From an optimization exercise on the open Yosys and OpenROAD flow, aimed at small area and a short achievable clock period; shortcuts taken in it are not production practice. Only simulation tests tie the RTL to the original design; equivalence was not proved. Power and IR drop assume default switching activity.

// top_level
module top_level
#(parameter WIDTH = 8)
(
	input clk, rst, init, finish, ack,
	input [WIDTH-1:0]
		ori_0,
		ori_1,
		ori_2,
		ori_3,
		ori_4,
		ori_5,
		ori_6,
		ori_7,
		ori_8,
		ori_9,
		ori_10,
		ori_11,
		ori_12,
		ori_13,
		ori_14,
		ori_15,
		ori_16,
		ori_17,
		ori_18,
		ori_19,
		ori_20,
		ori_21,
		ori_22,
		ori_23,
		ori_24,
		ori_25,
		ori_26,
		ori_27,
		ori_28,
		ori_29,
		ori_30,
		ori_31,
		can_0,
		can_1,
		can_2,
		can_3,
		can_4,
		can_5,
		can_6,
		can_7,
		can_8,
		can_9,
		can_10,
		can_11,
		can_12,
		can_13,
		can_14,
		can_15,
		can_16,
		can_17,
		can_18,
		can_19,
		can_20,
		can_21,
		can_22,
		can_23,
		can_24,
		can_25,
		can_26,
		can_27,
		can_28,
		can_29,
		can_30,
		can_31,
	output done,
	output [WIDTH+4:0] out_sad
	);
For scale: roughly 4000 cells after synthesis, ~260 flip-flops, ~530 I/O pins, about 29000 sq um of cells after synthesis.
==> flow/config.mk <==
export PLATFORM = sky130hd
export DESIGN_NAME = top_level
export DESIGN_NICKNAME = top_level
export VERILOG_FILES = /design/flow/design.v
export SDC_FILE = /design/flow/constraint.sdc
export NUM_CORES = 4
export LEC_CHECK = 0
export ABC_AREA = 1
export CAP_MARGIN = 20
export CORE_MARGIN = 2
export CORE_UTILIZATION = 40
export SETUP_SLACK_MARGIN = 3.1
export SLEW_MARGIN = 20
export SYNTH_HIERARCHICAL = 1
export SYNTH_MINIMUM_KEEP_SIZE = 0
==> flow/constraint.sdc <==
create_clock -name core_clock -period 5.8 [get_ports {clk}]
set_input_delay 1.1600 -clock core_clock [delete_from_list [all_inputs] [get_ports {clk}]]
set_output_delay 1.1600 -clock core_clock [all_outputs]
set_load 0.01 [all_outputs]
standard.sh (not shown) runs the stock make flow with config.mk's settings and CLKGATE_MAP_FILE= SYNTH_SCRIPT=/design/flow/synth_recipe.tcl, a recipe that flattens the netlist after the stock synthesis.
==> flow/flow/run.sh <==
#!/bin/bash
# The standard layout, except that the port buffers are buf_1 cells
# (buffer_ports otherwise picks the slow, large clkdlybuf4s50_1). repair_design
# and repair_timing still resize them as they do any buffer.
set -euo pipefail
export BUFFER_PORTS_ARGS="-buffer_cell sky130_fd_sc_hd__buf_1"
bash standard.sh finish > standard.log 2>&1
Next try:
==> flow/flow/run.sh (replaced) <==
#!/bin/bash
# The standard layout with two changes:
#  - the port buffers are buf_1 cells (buffer_ports otherwise picks the slow,
#    large clkdlybuf4s50_1); repair_design and repair_timing still resize them.
#  - synthesis maps the logic with abc_speed.script from this folder: the
#    standard script's delay mapping without its final buffering and sizing
#    passes, so the netlist starts small and the layout's repair_timing sizes
#    up only the paths that need it. Registers, flattening and renaming are
#    exactly as in the standard flow's synthesis (synth_recipe.tcl is used unchanged).
set -euo pipefail
export BUFFER_PORTS_ARGS="-buffer_cell sky130_fd_sc_hd__buf_1"
rm -rf scripts_abc
cp -r "$FLOW_HOME/scripts" scripts_abc
cp flow/abc_speed.script scripts_abc/abc_speed.script
export SCRIPTS_DIR="$PWD/scripts_abc"
bash standard.sh finish > standard.log 2>&1
==> flow/flow/abc_speed.script (new file) <==
strash
&get -n
&st
&dch
&nf
&put
--- a/flow/config.mk
+++ b/flow/config.mk
@@ -7,3 +7,2 @@
 export LEC_CHECK = 0
-export ABC_AREA = 1
 export CAP_MARGIN = 20
@@ -11,3 +10,3 @@
 export CORE_UTILIZATION = 40
-export SETUP_SLACK_MARGIN = 3.1
+export SETUP_SLACK_MARGIN = 2.6
 export SLEW_MARGIN = 20
Outcome:
- The new run ran to the end with no violations
- synthesized cell count goes down by 40%
- global-route usage fell by 0.63 points
- count of clock-buffer cells in the layout goes down by 2
- power shrinks by 11%
- non-clock buffer count is lower by 26
- sequential power went up by about 3%
- sequential share of layout area is higher by 4.0 points
- area after synthesis decreases by 17%
Next try:
==> flow/flow/abc_speed.script (replaced) <==
strash
&get -n
&st
&dch
&nf -p -R 50
&put
Effect:
- synthesized cell count rises by 0.84%
- global-route usage went up by 0.52 points
- clock skew decreases by 0.028 ns
- die area fell by 0.34%
- worst setup slack degrades by 0.054 ns
Next try:
==> flow/flow/run.sh (replaced) <==
#!/bin/bash
# The standard layout, except that the port buffers are buf_1 cells
# (buffer_ports otherwise picks the slow, large clkdlybuf4s50_1). repair_design
# and repair_timing still resize them as they do any buffer.
set -euo pipefail
export BUFFER_PORTS_ARGS="-buffer_cell sky130_fd_sc_hd__buf_1"
bash standard.sh finish > standard.log 2>&1
--- a/flow/config.mk
+++ b/flow/config.mk
@@ -7,2 +7,3 @@
 export LEC_CHECK = 0
+export ABC_AREA = 1
 export CAP_MARGIN = 20
@@ -10,3 +11,3 @@
 export CORE_UTILIZATION = 40
-export SETUP_SLACK_MARGIN = 2.6
+export SETUP_SLACK_MARGIN = 2.9
 export SLEW_MARGIN = 20
removed: flow/flow/abc_speed.script
Count of clock-buffer cells in the layout rose by 3.
Routed wire length goes up by a quarter to a third.
First-iteration DRC count rose by well over a third.
Non-clock buffer count came out lower by 9.
Design area went up by about a fifth.
Worst setup slack gets better by 0.19 ns.
Combinational power barely changes.
Cell count is higher by well over a third.
Sequential power went down by a few percent.
Register-to-register slack gains 0.15 ns.
Next try:
==> flow/flow/run.sh (replaced) <==
#!/bin/bash
# The standard layout with two changes:
#  - the port buffers are buf_1 cells (buffer_ports otherwise picks the slow,
#    large clkdlybuf4s50_1); repair_design and repair_timing still resize them.
#  - synthesis maps the logic with abc_speed.script from this folder: the
#    standard script's delay mapping without its final buffering and sizing
#    passes, so the netlist starts small and the layout's repair_timing sizes
#    up only the paths that need it. Registers, flattening and renaming are
#    exactly as in the standard flow's synthesis (synth_recipe.tcl is used unchanged).
set -euo pipefail
export BUFFER_PORTS_ARGS="-buffer_cell sky130_fd_sc_hd__buf_1"
rm -rf scripts_abc
cp -r "$FLOW_HOME/scripts" scripts_abc
cp flow/abc_speed.script scripts_abc/abc_speed.script
export SCRIPTS_DIR="$PWD/scripts_abc"
bash standard.sh finish > standard.log 2>&1
==> flow/flow/abc_speed.script (new file) <==
strash
&get -n
&st
&dch
&nf -p -R 20
&put
--- a/flow/config.mk
+++ b/flow/config.mk
@@ -7,3 +7,2 @@
 export LEC_CHECK = 0
-export ABC_AREA = 1
 export CAP_MARGIN = 20
@@ -11,3 +10,3 @@
 export CORE_UTILIZATION = 40
-export SETUP_SLACK_MARGIN = 2.9
+export SETUP_SLACK_MARGIN = 2.6
 export SLEW_MARGIN = 20
After rerunning: The changed run produced a clean layout; maximum frequency falls by about 6.4%; worst setup slack degrades by 0.20 ns; final cell count falls by about 30%; global-route usage falls by 0.25 points; area after synthesis falls by about 17%; clock-buffer cell count falls by 5; utilization rises by 1.6 points; critical path depth rises by 6; clock skew falls by 0.011 ns; power rises by about 2.6%.
Next try:
==> flow/flow/run.sh (replaced) <==
#!/bin/bash
# The standard layout, except that the port buffers are buf_1 cells
# (buffer_ports otherwise picks the slow, large clkdlybuf4s50_1). repair_design
# and repair_timing still resize them as they do any buffer.
set -euo pipefail
export BUFFER_PORTS_ARGS="-buffer_cell sky130_fd_sc_hd__buf_1"
bash standard.sh finish > standard.log 2>&1
--- a/flow/config.mk
+++ b/flow/config.mk
@@ -10,3 +10,2 @@
 export CORE_UTILIZATION = 40
-export SETUP_SLACK_MARGIN = 2.6
 export SLEW_MARGIN = 20
removed: flow/flow/abc_speed.script
Result:
- total power came out lower by a few percent
- routed wire length is higher by a few percent
- via count climbs by roughly a tenth
- final area grows by a little under a tenth
- area after synthesis rises by roughly a tenth
- setup slack is worse by 0.29 ns
- worst hold slack gets worse by 0.011 ns
- clock power rises by roughly a tenth
- first-iteration DRC count is higher by about a fifth
- fmax went down by a little under a tenth

## what the ideal ports hide
The flow's constraints put no driver on any port. The routed layouts listed below were extracted and timed again, unchanged, in two steps.
Step 1 assumes that a clkbuf_16 drives the clock port and a buf_2 every other input.
Step 2, shift: input delay + t, output delay - t, t = (earliest + latest rising clock arrival at the registers) / 2. This alone moves slack from input paths to output paths.
Three values: ideal ports, drivers, drivers and shift; two values: the first two.
| run | t (ns) | setup slack, ns | worst register clock-pin slew, ns | pins driven straight from the clock port |
|---|---|---|---|---|
| the first run | 0.625 | 2.784 / 2.784 / 2.560 | 0.06 / 0.06 | 1 |
| the second run | 0.601 | 2.723 / 2.734 / 2.133 | 0.07 / 0.07 | 1 |
| the third run | 0.603 | 2.669 / 2.699 / 2.096 | 0.06 / 0.06 | 1 |
| the fourth run | 0.619 | 2.860 / 2.860 / 2.398 | 0.07 / 0.07 | 1 |
| the fifth run | 0.589 | 2.659 / 2.680 / 2.091 | 0.07 / 0.07 | 1 |
| the sixth run | 0.620 | 2.368 / 2.368 / 1.889 | 0.07 / 0.07 | 1 |
After both steps setup and hold are still met in every run listed. For the second run, which loses most, drivers alone change the setup slack by +0.011 ns; drivers and shift together by -0.590 ns.
